Context: an optimization exercise on an open-source flow, tuned for small area and a short achievable clock period. The choices shown serve that exercise and are no tape-out recipe. Where RTL was checked, it was by simulation tests only, not by an equivalence proof against the original. For run 2, only the layout was checked, not whether the RTL still works.

==> flow/design.v (outline; a module is shown in full before it is edited, if it fits) <==
// module multiplier_pipelined: 3383 lines
module multiplier_pipelined(
    input clk,
    input logic[31:0] a,
    input logic[31:0] b,
    output logic[63:0] r
);
  // ...
==> flow/run.sh <==
#!/bin/bash
# synth_recipe.tcl (not shown) runs the flow's synth.tcl, then flattens the netlist and writes it again
# the make line also repeats each setting of config.mk as NAME=value (left out here)
make -C /OpenROAD-flow-scripts/flow DESIGN_CONFIG=/design/flow/config.mk WORK_HOME=/design/flow/orfs CLKGATE_MAP_FILE= SYNTH_SCRIPT=/design/flow/synth_recipe.tcl finish
==> flow/config.mk <==
export PLATFORM = sky130hd
export DESIGN_NAME = multiplier_pipelined
export DESIGN_NICKNAME = multiplier_pipelined
export VERILOG_FILES = /design/flow/design.v
export SDC_FILE = /design/flow/constraint.sdc
export NUM_CORES = 4
export LEC_CHECK = 0
export CAP_MARGIN = 20
export CORE_MARGIN = 2
export CORE_UTILIZATION = 40
export SETUP_SLACK_MARGIN = 2.0
export SLEW_MARGIN = 20
==> flow/constraint.sdc <==
create_clock -name core_clock -period 7.5 [get_ports {clk}]
set_input_delay 1.5000 -clock core_clock [delete_from_list [all_inputs] [get_ports {clk}]]
set_output_delay 1.5000 -clock core_clock [all_outputs]
set_load 0.01 [all_outputs]
==> reports/qor.yml, run 1 <==
route:
  wl_met1_um: 36540
  dr_wl_met2_um: 40860
  vias_per_cell: 5.942
  drc: 0
timing:
  drv_slew: 0
  skew_ns: 0.02740
  min_period_ns: 5.415
  grt_setup_unrepaired: "yes"
  layout_setup_ws_ns: 2.085
worst_hold_path:
  hold_class: "reg2reg"
  whs_endpoint: "lo_q[0]$_DFF_P_"
  hold_start: "a_q[0]$_DFF_P_"
setup_path:
  r2r-end: "p_q[31]$_DFF_P_"
  r2r_cells: 12
  crit_family: "adder cells"
  critPathKind: "reg2reg"
cells_and_area:
  nClkBuffers: 17
  syn_to_final_growth_pct: 8.934
  final_cells: 3567
  drive_above_1_share_pct: 7.739
  finish.net_count: 3283
  nNonClkBuffers: 203
  multi_input_area_um2: 21720
placement:
  gp_congestion: 0.9374
  place_ws_ns: 1.827
  place_area_um2: 29350
clock_network:
  cts_inserted_buffers: 17
global_route:
  grt_pass1_vias: 22278
  grt_util_met1_pct: 35.41
yosys:
  synth_nets: 3387
  synth-xor-area-share_pct: 18.55
  synth_most_common_cell: "a22oi_1"
run_status:
  outcome: "finished clean"
==> run 2, diff against run 1 <==
--- a/flow/design.v
+++ b/flow/design.v
@@ -2,20 +2,17 @@
     input clk,
     input logic[31:0] a,
     input logic[31:0] b,
     output logic[63:0] r
 );
     logic [31:0] a_q;
     logic [16:0] one_q;
     logic [15:0] two_q, neg_q;
-    logic [11:0] lo_q;
-    logic ci_q;
-    logic [63:0] p_q, g_q;
-    logic [7:0] h0_q, h1_q;
+    logic [63:0] hx_q, hy_q;
     logic pp1;
     logic pp2;
     logic pp3;
     logic pp4;
     logic pp5;
     logic pp6;
     logic pp7;
     logic pp8;
@@ -1634,246 +1631,16 @@
     logic s1621;
     logic c1622;
     logic s1623;
     logic c1624;
     logic s1625;
     logic c1626;
     logic s1627;
     logic c1628;
-    logic pg1629;
-    logic pg1630;
-    logic pp1631;
-    logic pg1632;
-    logic pp1633;
-    logic pg1634;
-    logic pp1635;
-    logic pg1636;
-    logic pp1637;
-    logic pg1638;
-    logic pp1639;
-    logic pg1640;
-    logic pp1641;
-    logic pg1642;
-    logic pp1643;
-    logic pg1644;
-    logic pp1645;
-    logic pg1646;
-    logic pp1647;
-    logic pg1648;
-    logic pp1649;
-    logic pg1650;
-    logic pp1651;
-    logic pg1652;
-    logic pp1653;
-    logic pg1654;
-    logic pp1655;
-    logic pg1656;
-    logic pp1657;
-    logic pg1658;
-    logic pp1659;
-    logic pg1660;
-    logic pp1661;
-    logic pg1662;
-    logic pp1663;
-    logic pg1664;
-    logic pp1665;
-    logic pg1666;
-    logic pp1667;
-    logic pg1668;
-    logic pp1669;
-    logic pg1670;
-    logic pp1671;
-    logic pg1672;
-    logic pg1673;
-    logic pg1674;
-    logic pp1675;
-    logic pg1676;
-    logic pp1677;
-    logic pg1678;
-    logic pp1679;
-    logic pg1680;
-    logic pp1681;
-    logic pg1682;
-    logic pp1683;
-    logic pg1684;
-    logic pp1685;
-    logic pg1686;
-    logic pp1687;
-    logic pg1688;
-    logic pp1689;
-    logic pg1690;
-    logic pp1691;
-    logic pg1692;
-    logic pp1693;
-    logic pg1694;
-    logic pp1695;
-    logic pg1696;
-    logic pp1697;
-    logic pg1698;
-    logic pp1699;
-    logic pg1700;
-    logic pp1701;
-    logic pg1702;
-    logic pp1703;
-    logic pg1704;
-    logic pp1705;
-    logic pg1706;
-    logic pp1707;
-    logic pg1708;
-    logic pp1709;
-    logic pg1710;
-    logic pp1711;
-    logic pg1712;
-    logic pp1713;
-    logic pg1714;
-    logic pg1715;
-    logic pg1716;
-    logic pg1717;
-    logic pg1718;
-    logic pp1719;
-    logic pg1720;
-    logic pp1721;
-    logic pg1722;
-    logic pp1723;
-    logic pg1724;
-    logic pp1725;
-    logic pg1726;
-    logic pp1727;
-    logic pg1728;
-    logic pp1729;
-    logic pg1730;
-    logic pp1731;
-    logic pg1732;
-    logic pp1733;
-    logic pg1734;
-    logic pp1735;
-    logic pg1736;
-    logic pp1737;
-    logic pg1738;
-    logic pp1739;
-    logic pg1740;
-    logic pp1741;
-    logic pg1742;
-    logic pp1743;
-    logic pg1744;
-    logic pp1745;
-    logic pg1746;
-    logic pp1747;
-    logic pg1748;
-    logic pp1749;
-    logic pg1750;
-    logic pp1751;
-    logic pg1752;
-    logic pg1753;
-    logic pg1754;
-    logic pg1755;
-    logic pg1756;
-    logic pg1757;
-    logic pg1758;
-    logic pg1759;
-    logic pg1760;
-    logic pp1761;
-    logic pg1762;
-    logic pp1763;
-    logic pg1764;
-    logic pp1765;
-    logic pg1766;
-    logic pp1767;
-    logic pg1768;
-    logic pp1769;
-    logic pg1770;
-    logic pp1771;
-    logic pg1772;
-    logic pp1773;
-    logic pg1774;
-    logic pp1775;
-    logic pg1776;
-    logic pp1777;
-    logic pg1778;
-    logic pp1779;
-    logic pg1780;
-    logic pp1781;
-    logic pg1782;
-    logic pp1783;
-    logic pg1784;
-    logic pp1785;
-    logic pg1786;
-    logic pg1787;
-    logic pg1788;
-    logic pg1789;
-    logic pg1790;
-    logic pg1791;
-    logic pg1792;
-    logic pg1793;
-    logic pg1794;
-    logic pg1795;
-    logic pg1796;
-    logic pg1797;
-    logic pg1798;
-    logic pg1799;
-    logic pg1800;
-    logic pg1801;
-    logic pg1802;
-    logic pg1803;
-    logic pg1804;
-    logic pg1805;
-    logic pg1806;
-    logic pg1807;
-    logic pg1808;
-    logic pg1809;
-    logic pg1810;
-    logic pg1811;
-    logic pg1812;
-    logic pg1813;
-    logic pg1814;
-    logic sm1815;
-    logic sm1816;
-    logic sm1817;
-    logic sm1818;
-    logic sm1819;
-    logic sm1820;
-    logic sm1821;
-    logic sm1822;
-    logic sm1823;
-    logic sm1824;
-    logic sm1825;
-    logic sm1826;
-    logic sm1827;
-    logic sm1828;
-    logic sm1829;
-    logic sm1830;
-    logic sm1831;
-    logic sm1832;
-    logic sm1833;
-    logic sm1834;
-    logic sm1835;
-    logic sm1836;
-    logic sm1837;
-    logic sm1838;
-    logic sm1839;
-    logic sm1840;
-    logic sm1841;
-    logic sm1842;
-    logic sm1843;
-    logic sm1844;
-    logic sm1845;
-    logic sm1846;
-    logic sm1847;
-    logic sm1848;
-    logic sm1849;
-    logic sm1850;
-    logic sm1851;
-    logic sm1852;
-    logic sm1853;
-    logic sm1854;
-    logic sm1855;
-    logic sm1856;
-    logic sm1857;
-    logic sm1858;
     always_ff @(posedge clk) begin
         a_q <= a;
         one_q[0] <= b[0] ^ 1'b0;
         two_q[0] <= (b[1] & ~b[0] & ~1'b0) | (~b[1] & b[0] & 1'b0);
         neg_q[0] <= b[1] & ~(b[0] & 1'b0);
         one_q[1] <= b[2] ^ b[1];
         two_q[1] <= (b[3] & ~b[2] & ~b[1]) | (~b[3] & b[2] & b[1]);
         neg_q[1] <= b[3] & ~(b[2] & b[1]);
@@ -3052,332 +2819,17 @@
     assign s1617 = c1610 ^ s1615;
     assign c1618 = c1610 & s1615;
     assign {c1620, s1619} = {1'b0, ns510} + {1'b0, pp574} + {1'b0, pp542};
     assign {c1622, s1621} = {1'b0, c1614} + {1'b0, s1619} + {1'b0, c1616};
     assign {c1624, s1623} = {1'b0, 1'b1} + {1'b0, pp575} + {1'b0, pp543};
     assign s1625 = c1620 ^ s1623;
     assign c1626 = c1620 & s1623;
     assign {c1628, s1627} = {1'b0, ns544} + {1'b0, pp576} + {1'b0, c1624};
-    logic [12:0] lo_sum;
-    assign lo_sum = {1'b0, {c626, c616, s615, c600, c594, s593, s587, s583, s579, s577, pp2, neg_q[0]}} + {1'b0, {s635, s625, 1'b0, s607, s599, 1'b0, c584, 1'b0, c578, 1'b0, 1'b0, pp1}};
-    logic [7:0] hi0, hi1;
-    assign hi0 = {c1626, s1625, c1618, s1617, c1606, s1605, c1590, s1589} + {s1627, c1622, s1621, c1612, s1611, c1598, s1597, c1580};
-    assign hi1 = {c1626, s1625, c1618, s1617, c1606, s1605, c1590, s1589} + {s1627, c1622, s1621, c1612, s1611, c1598, s1597, c1580} + 8'd1;
+    logic [63:0] hx, hy;
+    assign hx = {c1626, s1625, c1618, s1617, c1606, s1605, c1590, s1589, c1570, s1569, c1546, c1532, c1518, s1517, c1486, c1468, c1450, c1430, c1410, s1409, c1366, s1365, c1318, c1292, c1266, c1238, c1210, s1209, s1179, s1149, s1117, c1056, s1055, s1025, s995, s967, c914, c888, s887, s863, c818, c796, s795, s775, s755, s737, c704, s703, s687, s673, s659, c636, c626, c616, s615, c600, c594, s593, s587, s583, s579, s577, pp2, neg_q[0]};
+    assign hy = {s1627, c1622, s1621, c1612, s1611, c1598, s1597, c1580, s1579, c1558, s1557, s1545, s1531, c1502, s1501, s1485, s1467, s1449, s1429, c1388, s1387, c1342, s1341, s1317, s1291, s1265, s1237, c1180, c1150, 1'b0, c1086, s1085, c1026, 1'b0, c968, 1'b0, s939, s913, c864, 1'b0, s839, s817, c776, 1'b0, c738, 1'b0, s719, c688, 1'b0, c660, 1'b0, s647, s635, s625, 1'b0, s607, s599, 1'b0, c584, 1'b0, c578, 1'b0, 1'b0, pp1};
     always_ff @(posedge clk) begin
-        lo_q <= lo_sum[11:0];
-        ci_q <= lo_sum[12];
-        p_q[12] <= c636 ^ s647;
-        g_q[12] <= c636 & s647;
-        p_q[13] <= s659;
-        p_q[14] <= s673 ^ c660;
-        g_q[14] <= s673 & c660;
-        p_q[15] <= s687;
-        p_q[16] <= s703 ^ c688;
-        g_q[16] <= s703 & c688;
-        p_q[17] <= c704 ^ s719;
-        g_q[17] <= c704 & s719;
-        p_q[18] <= s737;
-        p_q[19] <= s755 ^ c738;
-        g_q[19] <= s755 & c738;
-        p_q[20] <= s775;
-        p_q[21] <= s795 ^ c776;
-        g_q[21] <= s795 & c776;
-        p_q[22] <= c796 ^ s817;
-        g_q[22] <= c796 & s817;
-        p_q[23] <= c818 ^ s839;
-        g_q[23] <= c818 & s839;
-        p_q[24] <= s863;
-        p_q[25] <= s887 ^ c864;
-        g_q[25] <= s887 & c864;
-        p_q[26] <= c888 ^ s913;
-        g_q[26] <= c888 & s913;
-        p_q[27] <= c914 ^ s939;
-        g_q[27] <= c914 & s939;
-        p_q[28] <= s967;
-        p_q[29] <= s995 ^ c968;
-        g_q[29] <= s995 & c968;
-        p_q[30] <= s1025;
-        p_q[31] <= s1055 ^ c1026;
-        g_q[31] <= s1055 & c1026;
-        p_q[32] <= c1056 ^ s1085;
-        g_q[32] <= c1056 & s1085;
-        p_q[33] <= s1117 ^ c1086;
-        g_q[33] <= s1117 & c1086;
-        p_q[34] <= s1149;
-        p_q[35] <= s1179 ^ c1150;
-        g_q[35] <= s1179 & c1150;
-        p_q[36] <= s1209 ^ c1180;
-        g_q[36] <= s1209 & c1180;
-        p_q[37] <= c1210 ^ s1237;
-        g_q[37] <= c1210 & s1237;
-        p_q[38] <= c1238 ^ s1265;
-        g_q[38] <= c1238 & s1265;
-        p_q[39] <= c1266 ^ s1291;
-        g_q[39] <= c1266 & s1291;
-        p_q[40] <= c1292 ^ s1317;
-        g_q[40] <= c1292 & s1317;
-        p_q[41] <= c1318 ^ s1341;
-        g_q[41] <= c1318 & s1341;
-        p_q[42] <= s1365 ^ c1342;
-        g_q[42] <= s1365 & c1342;
-        p_q[43] <= c1366 ^ s1387;
-        g_q[43] <= c1366 & s1387;
-        p_q[44] <= s1409 ^ c1388;
-        g_q[44] <= s1409 & c1388;
-        p_q[45] <= c1410 ^ s1429;
-        g_q[45] <= c1410 & s1429;
-        p_q[46] <= c1430 ^ s1449;
-        g_q[46] <= c1430 & s1449;
-        p_q[47] <= c1450 ^ s1467;
-        g_q[47] <= c1450 & s1467;
-        p_q[48] <= c1468 ^ s1485;
-        g_q[48] <= c1468 & s1485;
-        p_q[49] <= c1486 ^ s1501;
-        g_q[49] <= c1486 & s1501;
-        p_q[50] <= s1517 ^ c1502;
-        g_q[50] <= s1517 & c1502;
-        p_q[51] <= c1518 ^ s1531;
-        g_q[51] <= c1518 & s1531;
-        p_q[52] <= c1532 ^ s1545;
-        g_q[52] <= c1532 & s1545;
-        p_q[53] <= c1546 ^ s1557;
-        g_q[53] <= c1546 & s1557;
-        p_q[54] <= s1569 ^ c1558;
-        g_q[54] <= s1569 & c1558;
-        p_q[55] <= c1570 ^ s1579;
-        g_q[55] <= c1570 & s1579;
-        h0_q <= hi0;
-        h1_q <= hi1;
+        hx_q <= hx;
+        hy_q <= hy;
     end
-    assign pg1629 = g_q[12] | (p_q[12] & ci_q);
-    assign pg1630 = g_q[14];
-    assign pp1631 = p_q[14] & p_q[13];
-    assign pg1632 = g_q[16];
-    assign pp1633 = p_q[16] & p_q[15];
-    assign pg1634 = 1'b0 | (p_q[18] & g_q[17]);
-    assign pp1635 = p_q[18] & p_q[17];
-    assign pg1636 = 1'b0 | (p_q[20] & g_q[19]);
-    assign pp1637 = p_q[20] & p_q[19];
-    assign pg1638 = g_q[22] | (p_q[22] & g_q[21]);
-    assign pp1639 = p_q[22] & p_q[21];
-    assign pg1640 = 1'b0 | (p_q[24] & g_q[23]);
-    assign pp1641 = p_q[24] & p_q[23];
-    assign pg1642 = g_q[26] | (p_q[26] & g_q[25]);
-    assign pp1643 = p_q[26] & p_q[25];
-    assign pg1644 = 1'b0 | (p_q[28] & g_q[27]);
-    assign pp1645 = p_q[28] & p_q[27];
-    assign pg1646 = 1'b0 | (p_q[30] & g_q[29]);
-    assign pp1647 = p_q[30] & p_q[29];
-    assign pg1648 = g_q[32] | (p_q[32] & g_q[31]);
-    assign pp1649 = p_q[32] & p_q[31];
-    assign pg1650 = 1'b0 | (p_q[34] & g_q[33]);
-    assign pp1651 = p_q[34] & p_q[33];
-    assign pg1652 = g_q[36] | (p_q[36] & g_q[35]);
-    assign pp1653 = p_q[36] & p_q[35];
-    assign pg1654 = g_q[38] | (p_q[38] & g_q[37]);
-    assign pp1655 = p_q[38] & p_q[37];
-    assign pg1656 = g_q[40] | (p_q[40] & g_q[39]);
-    assign pp1657 = p_q[40] & p_q[39];
-    assign pg1658 = g_q[42] | (p_q[42] & g_q[41]);
-    assign pp1659 = p_q[42] & p_q[41];
-    assign pg1660 = g_q[44] | (p_q[44] & g_q[43]);
-    assign pp1661 = p_q[44] & p_q[43];
-    assign pg1662 = g_q[46] | (p_q[46] & g_q[45]);
-    assign pp1663 = p_q[46] & p_q[45];
-    assign pg1664 = g_q[48] | (p_q[48] & g_q[47]);
-    assign pp1665 = p_q[48] & p_q[47];
-    assign pg1666 = g_q[50] | (p_q[50] & g_q[49]);
-    assign pp1667 = p_q[50] & p_q[49];
-    assign pg1668 = g_q[52] | (p_q[52] & g_q[51]);
-    assign pp1669 = p_q[52] & p_q[51];
-    assign pg1670 = g_q[54] | (p_q[54] & g_q[53]);
-    assign pp1671 = p_q[54] & p_q[53];
-    assign pg1672 = 1'b0 | (p_q[13] & pg1629);
-    assign pg1673 = pg1630 | (pp1631 & pg1629);
-    assign pg1674 = g_q[17] | (p_q[17] & pg1632);
-    assign pp1675 = p_q[17] & pp1633;
-    assign pg1676 = pg1634 | (pp1635 & pg1632);
-    assign pp1677 = pp1635 & pp1633;
-    assign pg1678 = g_q[21] | (p_q[21] & pg1636);
-    assign pp1679 = p_q[21] & pp1637;
-    assign pg1680 = pg1638 | (pp1639 & pg1636);
-    assign pp1681 = pp1639 & pp1637;
-    assign pg1682 = g_q[25] | (p_q[25] & pg1640);
-    assign pp1683 = p_q[25] & pp1641;
-    assign pg1684 = pg1642 | (pp1643 & pg1640);
-    assign pp1685 = pp1643 & pp1641;
-    assign pg1686 = g_q[29] | (p_q[29] & pg1644);
-    assign pp1687 = p_q[29] & pp1645;
-    assign pg1688 = pg1646 | (pp1647 & pg1644);
-    assign pp1689 = pp1647 & pp1645;
-    assign pg1690 = g_q[33] | (p_q[33] & pg1648);
-    assign pp1691 = p_q[33] & pp1649;
-    assign pg1692 = pg1650 | (pp1651 & pg1648);
-    assign pp1693 = pp1651 & pp1649;
-    assign pg1694 = g_q[37] | (p_q[37] & pg1652);
-    assign pp1695 = p_q[37] & pp1653;
-    assign pg1696 = pg1654 | (pp1655 & pg1652);
-    assign pp1697 = pp1655 & pp1653;
-    assign pg1698 = g_q[41] | (p_q[41] & pg1656);
-    assign pp1699 = p_q[41] & pp1657;
-    assign pg1700 = pg1658 | (pp1659 & pg1656);
-    assign pp1701 = pp1659 & pp1657;
-    assign pg1702 = g_q[45] | (p_q[45] & pg1660);
-    assign pp1703 = p_q[45] & pp1661;
-    assign pg1704 = pg1662 | (pp1663 & pg1660);
-    assign pp1705 = pp1663 & pp1661;
-    assign pg1706 = g_q[49] | (p_q[49] & pg1664);
-    assign pp1707 = p_q[49] & pp1665;
-    assign pg1708 = pg1666 | (pp1667 & pg1664);
-    assign pp1709 = pp1667 & pp1665;
-    assign pg1710 = g_q[53] | (p_q[53] & pg1668);
-    assign pp1711 = p_q[53] & pp1669;
-    assign pg1712 = pg1670 | (pp1671 & pg1668);
-    assign pp1713 = pp1671 & pp1669;
-    assign pg1714 = 1'b0 | (p_q[15] & pg1673);
-    assign pg1715 = pg1632 | (pp1633 & pg1673);
-    assign pg1716 = pg1674 | (pp1675 & pg1673);
-    assign pg1717 = pg1676 | (pp1677 & pg1673);
-    assign pg1718 = g_q[23] | (p_q[23] & pg1680);
-    assign pp1719 = p_q[23] & pp1681;
-    assign pg1720 = pg1640 | (pp1641 & pg1680);
-    assign pp1721 = pp1641 & pp1681;
-    assign pg1722 = pg1682 | (pp1683 & pg1680);
-    assign pp1723 = pp1683 & pp1681;
-    assign pg1724 = pg1684 | (pp1685 & pg1680);
-    assign pp1725 = pp1685 & pp1681;
-    assign pg1726 = g_q[31] | (p_q[31] & pg1688);
-    assign pp1727 = p_q[31] & pp1689;
-    assign pg1728 = pg1648 | (pp1649 & pg1688);
-    assign pp1729 = pp1649 & pp1689;
-    assign pg1730 = pg1690 | (pp1691 & pg1688);
-    assign pp1731 = pp1691 & pp1689;
-    assign pg1732 = pg1692 | (pp1693 & pg1688);
-    assign pp1733 = pp1693 & pp1689;
-    assign pg1734 = g_q[39] | (p_q[39] & pg1696);
-    assign pp1735 = p_q[39] & pp1697;
-    assign pg1736 = pg1656 | (pp1657 & pg1696);
-    assign pp1737 = pp1657 & pp1697;
-    assign pg1738 = pg1698 | (pp1699 & pg1696);
-    assign pp1739 = pp1699 & pp1697;
-    assign pg1740 = pg1700 | (pp1701 & pg1696);
-    assign pp1741 = pp1701 & pp1697;
-    assign pg1742 = g_q[47] | (p_q[47] & pg1704);
-    assign pp1743 = p_q[47] & pp1705;
-    assign pg1744 = pg1664 | (pp1665 & pg1704);
-    assign pp1745 = pp1665 & pp1705;
-    assign pg1746 = pg1706 | (pp1707 & pg1704);
-    assign pp1747 = pp1707 & pp1705;
-    assign pg1748 = pg1708 | (pp1709 & pg1704);
-    assign pp1749 = pp1709 & pp1705;
-    assign pg1750 = g_q[55] | (p_q[55] & pg1712);
-    assign pp1751 = p_q[55] & pp1713;
-    assign pg1752 = g_q[19] | (p_q[19] & pg1717);
-    assign pg1753 = pg1636 | (pp1637 & pg1717);
-    assign pg1754 = pg1678 | (pp1679 & pg1717);
-    assign pg1755 = pg1680 | (pp1681 & pg1717);
-    assign pg1756 = pg1718 | (pp1719 & pg1717);
-    assign pg1757 = pg1720 | (pp1721 & pg1717);
-    assign pg1758 = pg1722 | (pp1723 & pg1717);
-    assign pg1759 = pg1724 | (pp1725 & pg1717);
-    assign pg1760 = g_q[35] | (p_q[35] & pg1732);
-    assign pp1761 = p_q[35] & pp1733;
-    assign pg1762 = pg1652 | (pp1653 & pg1732);
-    assign pp1763 = pp1653 & pp1733;
-    assign pg1764 = pg1694 | (pp1695 & pg1732);
-    assign pp1765 = pp1695 & pp1733;
-    assign pg1766 = pg1696 | (pp1697 & pg1732);
-    assign pp1767 = pp1697 & pp1733;
-    assign pg1768 = pg1734 | (pp1735 & pg1732);
-    assign pp1769 = pp1735 & pp1733;
-    assign pg1770 = pg1736 | (pp1737 & pg1732);
-    assign pp1771 = pp1737 & pp1733;
-    assign pg1772 = pg1738 | (pp1739 & pg1732);
-    assign pp1773 = pp1739 & pp1733;
-    assign pg1774 = pg1740 | (pp1741 & pg1732);
-    assign pp1775 = pp1741 & pp1733;
-    assign pg1776 = g_q[51] | (p_q[51] & pg1748);
-    assign pp1777 = p_q[51] & pp1749;
-    assign pg1778 = pg1668 | (pp1669 & pg1748);
-    assign pp1779 = pp1669 & pp1749;
-    assign pg1780 = pg1710 | (pp1711 & pg1748);
-    assign pp1781 = pp1711 & pp1749;
-    assign pg1782 = pg1712 | (pp1713 & pg1748);
-    assign pp1783 = pp1713 & pp1749;
-    assign pg1784 = pg1750 | (pp1751 & pg1748);
-    assign pp1785 = pp1751 & pp1749;
-    assign pg1786 = g_q[27] | (p_q[27] & pg1759);
-    assign pg1787 = pg1644 | (pp1645 & pg1759);
-    assign pg1788 = pg1686 | (pp1687 & pg1759);
-    assign pg1789 = pg1688 | (pp1689 & pg1759);
-    assign pg1790 = pg1726 | (pp1727 & pg1759);
-    assign pg1791 = pg1728 | (pp1729 & pg1759);
-    assign pg1792 = pg1730 | (pp1731 & pg1759);
-    assign pg1793 = pg1732 | (pp1733 & pg1759);
-    assign pg1794 = pg1760 | (pp1761 & pg1759);
-    assign pg1795 = pg1762 | (pp1763 & pg1759);
-    assign pg1796 = pg1764 | (pp1765 & pg1759);
-    assign pg1797 = pg1766 | (pp1767 & pg1759);
-    assign pg1798 = pg1768 | (pp1769 & pg1759);
-    assign pg1799 = pg1770 | (pp1771 & pg1759);
-    assign pg1800 = pg1772 | (pp1773 & pg1759);
-    assign pg1801 = pg1774 | (pp1775 & pg1759);
-    assign pg1802 = g_q[43] | (p_q[43] & pg1801);
-    assign pg1803 = pg1660 | (pp1661 & pg1801);
-    assign pg1804 = pg1702 | (pp1703 & pg1801);
-    assign pg1805 = pg1704 | (pp1705 & pg1801);
-    assign pg1806 = pg1742 | (pp1743 & pg1801);
-    assign pg1807 = pg1744 | (pp1745 & pg1801);
-    assign pg1808 = pg1746 | (pp1747 & pg1801);
-    assign pg1809 = pg1748 | (pp1749 & pg1801);
-    assign pg1810 = pg1776 | (pp1777 & pg1801);
-    assign pg1811 = pg1778 | (pp1779 & pg1801);
-    assign pg1812 = pg1780 | (pp1781 & pg1801);
-    assign pg1813 = pg1782 | (pp1783 & pg1801);
-    assign pg1814 = pg1784 | (pp1785 & pg1801);
-    assign sm1815 = p_q[12] ^ ci_q;
-    assign sm1816 = p_q[13] ^ pg1629;
-    assign sm1817 = p_q[14] ^ pg1672;
-    assign sm1818 = p_q[15] ^ pg1673;
-    assign sm1819 = p_q[16] ^ pg1714;
-    assign sm1820 = p_q[17] ^ pg1715;
-    assign sm1821 = p_q[18] ^ pg1716;
-    assign sm1822 = p_q[19] ^ pg1717;
-    assign sm1823 = p_q[20] ^ pg1752;
-    assign sm1824 = p_q[21] ^ pg1753;
-    assign sm1825 = p_q[22] ^ pg1754;
-    assign sm1826 = p_q[23] ^ pg1755;
-    assign sm1827 = p_q[24] ^ pg1756;
-    assign sm1828 = p_q[25] ^ pg1757;
-    assign sm1829 = p_q[26] ^ pg1758;
-    assign sm1830 = p_q[27] ^ pg1759;
-    assign sm1831 = p_q[28] ^ pg1786;
-    assign sm1832 = p_q[29] ^ pg1787;
-    assign sm1833 = p_q[30] ^ pg1788;
-    assign sm1834 = p_q[31] ^ pg1789;
-    assign sm1835 = p_q[32] ^ pg1790;
-    assign sm1836 = p_q[33] ^ pg1791;
-    assign sm1837 = p_q[34] ^ pg1792;
-    assign sm1838 = p_q[35] ^ pg1793;
-    assign sm1839 = p_q[36] ^ pg1794;
-    assign sm1840 = p_q[37] ^ pg1795;
-    assign sm1841 = p_q[38] ^ pg1796;
-    assign sm1842 = p_q[39] ^ pg1797;
-    assign sm1843 = p_q[40] ^ pg1798;
-    assign sm1844 = p_q[41] ^ pg1799;
-    assign sm1845 = p_q[42] ^ pg1800;
-    assign sm1846 = p_q[43] ^ pg1801;
-    assign sm1847 = p_q[44] ^ pg1802;
-    assign sm1848 = p_q[45] ^ pg1803;
-    assign sm1849 = p_q[46] ^ pg1804;
-    assign sm1850 = p_q[47] ^ pg1805;
-    assign sm1851 = p_q[48] ^ pg1806;
-    assign sm1852 = p_q[49] ^ pg1807;
-    assign sm1853 = p_q[50] ^ pg1808;
-    assign sm1854 = p_q[51] ^ pg1809;
-    assign sm1855 = p_q[52] ^ pg1810;
-    assign sm1856 = p_q[53] ^ pg1811;
-    assign sm1857 = p_q[54] ^ pg1812;
-    assign sm1858 = p_q[55] ^ pg1813;
-    assign r[63:56] = pg1814 ? h1_q : h0_q;
-    assign r[55:0] = {sm1858, sm1857, sm1856, sm1855, sm1854, sm1853, sm1852, sm1851, sm1850, sm1849, sm1848, sm1847, sm1846, sm1845, sm1844, sm1843, sm1842, sm1841, sm1840, sm1839, sm1838, sm1837, sm1836, sm1835, sm1834, sm1833, sm1832, sm1831, sm1830, sm1829, sm1828, sm1827, sm1826, sm1825, sm1824, sm1823, sm1822, sm1821, sm1820, sm1819, sm1818, sm1817, sm1816, sm1815, lo_q[11], lo_q[10], lo_q[9], lo_q[8], lo_q[7], lo_q[6], lo_q[5], lo_q[4], lo_q[3], lo_q[2], lo_q[1], lo_q[0]};
+    assign r = hx_q + hy_q;
 endmodule
==> flow/config.mk (replaced) <==
export PLATFORM = sky130hd
export DESIGN_NAME = multiplier_pipelined
export DESIGN_NICKNAME = multiplier_pipelined
export VERILOG_FILES = /design/flow/design.v
export SDC_FILE = /design/flow/constraint.sdc
export NUM_CORES = 4
export LEC_CHECK = 0
export CAP_MARGIN = 20
export CORE_MARGIN = 2
export CORE_UTILIZATION = 40
export SLEW_MARGIN = 20
==> run 2 against run 1 <==
Compared with the run above: via count up 9.7%; wire length grew 10%; critical path depth did not move; critical endpoint is now r[56]; utilization increased by 0.25 points.
==> reports/qor.yml, run 2 <==
yosys:
  synth_area_um2: 28300  # was 27,700 um2
  synth_fa_ha_area_share_pct: 38.47  # was 39.69%
  synth_cell_types: 62  # was 56
  postSynthAreaPerCell_um2: 9.991  # was 10.16 um2
  synth_area_leaders: "fa_1 (33%), xnor2_1 (16%), dfxtp_1 (14%)"  # was fa_1 (34%), xnor2_1 (14%), dfxtp_1 (14%)
  ys_seq_area_share_pct: 13.86  # was 13.73%
  synth_nets: 3485  # was 3,387
  synth_top_area_share_pct: 33.38  # was 34.18%
  synth-simple-area-share_pct: 4.725  # was 3.582%
  synth_top_family_by_area: "adder cells"  # unchanged
  synthCells: 2833  # was 2,727
  synth_common_cells: "xnor2_1 (505), a22oi_1 (496), fa_1 (472), clkbuf_1 (255)"  # was a22oi_1 (496), fa_1 (473), xnor2_1 (442), clkbuf_1 (244), inv_1 (207)
  ys_warn_count: 1  # unchanged
  synthFlopType: "dfxtp_1"  # unchanged
  synth_most_common_cell: "xnor2_1"  # was a22oi_1
  synth-seq-cells: 196  # was 190
  synth_area_leader_cell: "fa_1"  # unchanged
  ys_async_sr_fraction_pct: 0  # unchanged
  synth-xor-area-share_pct: 18.29  # was 18.55%
  synth_edf_count: 0  # unchanged
  synth_compound_area_share_pct: 17.85  # was 16.05%
  muxShareOfSynthArea_pct: 0.1105  # was 0.4020%
clock_network:
  cts_inserted_buffers: 17  # unchanged
  cts_tree: "built"  # unchanged
  clock-root-buffer: "clkbuf_16"  # unchanged
  cts_setup_buffers: 0  # was 1
  cts_hold_buf: 0  # unchanged
  clock_path_buffers: 2  # unchanged
  clk_latency_ns: 0.52  # was 0.53 ns
  htreeDepth: 4  # unchanged
  cts_resized: 0  # was 22
  cts.clk_slew.worst_paths_ns: 0.08  # was 0.10 ns
  cts.sinks: 196  # was 190
timing:
  grt_setup_unrepaired: "no"  # was yes
  finalCritPeriodShare_pct: 81.46  # was 72.19%
  min_period_ns: 6.109  # was 5.415 ns
  setup-tns-final_ns: 0  # unchanged
  relSlewSlack_pct: 16.18  # was 33.10%
  setup_violations: 0  # unchanged
  finalHoldViolCount: 0  # unchanged
  worst_pin_slew_ns: 1.256  # was 1.003 ns
  fmax_mhz: 163.7  # was 184.7 MHz
  skew_ns: 0.02241  # was 0.02740 ns
  hold_slack_ns: 0.7126  # was 0.7610 ns
  drv_slew: 0  # unchanged
floorplan:
  die_area_um2: 72910  # was 71,370 um2
  chipWidth_um: 270.0  # was 267.2 um
  io_pins: 129  # unchanged
  fp-row-count: 97  # was 96
  initial_core_util_pct: 40.42  # was 40.39%
  core_area_um2: 70030  # was 68,590 um2
  fp.dieH_um: 270.0  # was 267.2 um
worst_hold_path:
  hold_path_depth: 1  # was 3
  whs_endpoint: "hy_q[3]$_DFF_P_"  # was lo_q[0]$_DFF_P_
  hold_start: "neg_q[1]$_DFF_P_"  # was a_q[0]$_DFF_P_
  hold_class: "reg2reg"  # unchanged
setup_path:
  crit_fanout: 8  # was 32
  cp.arrival_ns: 4.61  # was 5.83 ns
  rr_startpoint: "neg_q[1]$_DFF_P_"  # was two_q[10]$_DFF_P_
  r2r_cells: 11  # was 12
  cp-end-kind: "primary output"  # was flip-flop
  critPathKind: "reg2out"  # was reg2reg
  startpoint: "hx_q[11]$_DFF_P_"  # was two_q[10]$_DFF_P_
  cp-start-kind: "flip-flop"  # unchanged
  critical_path_required_ns: 6.00  # was 7.92 ns
  r2r-end: "hx_q[30]$_DFF_P_"  # was p_q[31]$_DFF_P_
  timing.reg2reg.setup_slack_ns: 2.01  # was 2.09 ns
route:
  vias_per_cell: 6.248  # was 5.942
  ant_nets: 0  # unchanged
  wl_per_cell_um: 27.52  # was 26.06 um
  num_vias: 23256  # was 21,195
  drtPass1Iterations: 14  # was 7
  drt_iter0_drc: 3418  # was 2,806
  drc: 0  # unchanged
  wl_um: 102400  # was 92,970 um
cells_and_area:
  syn_to_final_growth_pct: 9.464  # was 8.934%
  n_antenna_cell: 0  # unchanged
  largest_reg_flops: 64  # was 44
  reg.largest.list: "hx_q: 64 flops, hy_q: 51 flops, a_q: 32 flops"  # was p_q: 44 flops, g_q: 35 flops, a_q: 32 flops
  top_register: "hx_q"  # was p_q
  regArea_um2: 3986  # was 3919 um2
  finish.net_count: 3421  # was 3,283
  final_cell_mix: "xnor2_1 (505), a22oi_1 (496), fa_1 (472)"  # was a22oi_1 (496), fa_1 (473), xnor2_1 (441)
  multi_input_area_um2: 22480  # was 21,720 um2
  drive_above_1_share_pct: 6.973  # was 7.739%
  design_area_um2: 30980  # was 30,180 um2
  final_common_cell: "xnor2_1"  # was a22oi_1
  fillers: 6625  # was 6,479
placement:
  port_buffers: 128  # unchanged
  hpwl_um: 74340  # was 67,270 um
  place_area_um2: 30330  # was 29,350 um2
  gp_congestion: 0.9377  # was 0.9374
flow_run:
  drv_cap: 0  # unchanged
global_route:
  grt_first_pass_wirelength_um: 154400  # was 140,700 um
  groute.usage.overall_pct: 28.07  # was 26.50%
  grt_pass1_vias: 24663  # was 22,278
  grt_max_degree: 34  # unchanged
  grt_overflow_total: 0  # unchanged
  antenna_found_initial: 1  # unchanged
run_status:
  outcome: "finished clean"  # unchanged
## run 2: area by class of cell
| class | count | share of cell area, % |
|---|---|---|
| flip-flops and latches | 196 | 12.87 |
| well taps | 940 | 3.796 |
| multi-input cells | 2134 | 72.57 |
| inverters | 210 | 2.544 |
| clock buffers | 17 | 1.373 |
| clock inverters | 15 | 0.7309 |
| repair buffers | 210 | 6.122 |
## run 2: worst max path at each step
stage | to | slack (ns) | depth (start not counted)
finish | r[56] | 1.39 | 12
global route | r[42] | 0.96 | 12
CTS | r[42] | 1.26 | 12
detailed placement | r[42] | 1.84 | 12
global placement | r[42] | 1.83 | 12
floorplan | hx_q[34]$_DFF_P_ | 2.68 | 12
## run 2: cells by family (layout without fill, tap and decap cells)
group | Yosys count | count (layout)
adder cells (fa/ha/maj) | 587 | 587
AND/OR/NAND/NOR | 257 | 257
AO/OA/AOI/OAI | 696 | 696
XOR/XNOR | 591 | 591
buffers and inverters | 503 | 452
flip-flops | 196 | 196
multiplexers | 3 | 3
## run 2: stage by stage
| stage | cells | worst slack, ns | utilization [%] |
|---|---|---|---|
| final | 3722 | 1.391 | 44.24 |
| after global routing | 3722 | 0.9575 | 44.24 |
| after CTS | 3722 | 1.257 | 44.24 |
| after detailed placement | 3690 | 1.841 | 43.31 |
| after global placement | 3690 | 1.831 | 43.31 |
| after floorplan | 2833 | 2.681 | - |
## run 2: metal layers
metal  GRT usage (%)  share of wire (%)  vias up
li1                -                  -     9390
met1           35.15                 38    11596
met2           42.38                 44     1810
met3           9.388                 13      454
met4           15.88                6.1        6
met5               0              0.048        -
## run 2: critical path, stage by stage (launching register included)
cell,delay (ns)
dfxtp_1,0.31
ha_1,0.40
a21o_1,0.25
a41o_1,0.25
a221oi_2,0.56
nand2_1,0.20
a31oi_2,0.32
o21bai_2,0.10
buf_4,0.20
a2111oi_2,0.65
o21ai_1,0.14
xor2_1,0.16
clkdlybuf4s50_1,0.55

[separate check: timing with driven ports]
The results above use ideal ports. As a check the final layouts listed here were re-extracted and re-timed, cells and wires unchanged.
Step 1: set_driving_cell puts a clkbuf_16 on clk and a buf_2 on each other input, an assumption about the parent block.
Step 2 times the ports against the registers' clock, not the clock port: input delays grow and output delays shrink by t, the midpoint of the rising clock arrivals with the driver on.
Three values: ideal ports, drivers, drivers and shift; two values: the first two.
run | t (ns) | setup slack, ns | clock arrival spread, ns
run 1 | 0.577 | 2.085 / 2.060 / 2.085 | 0.028 / 0.027
run 2 | 0.579 | 1.391 / 1.324 / 1.903 | 0.022 / 0.022
After both steps every run listed still meets setup and hold.
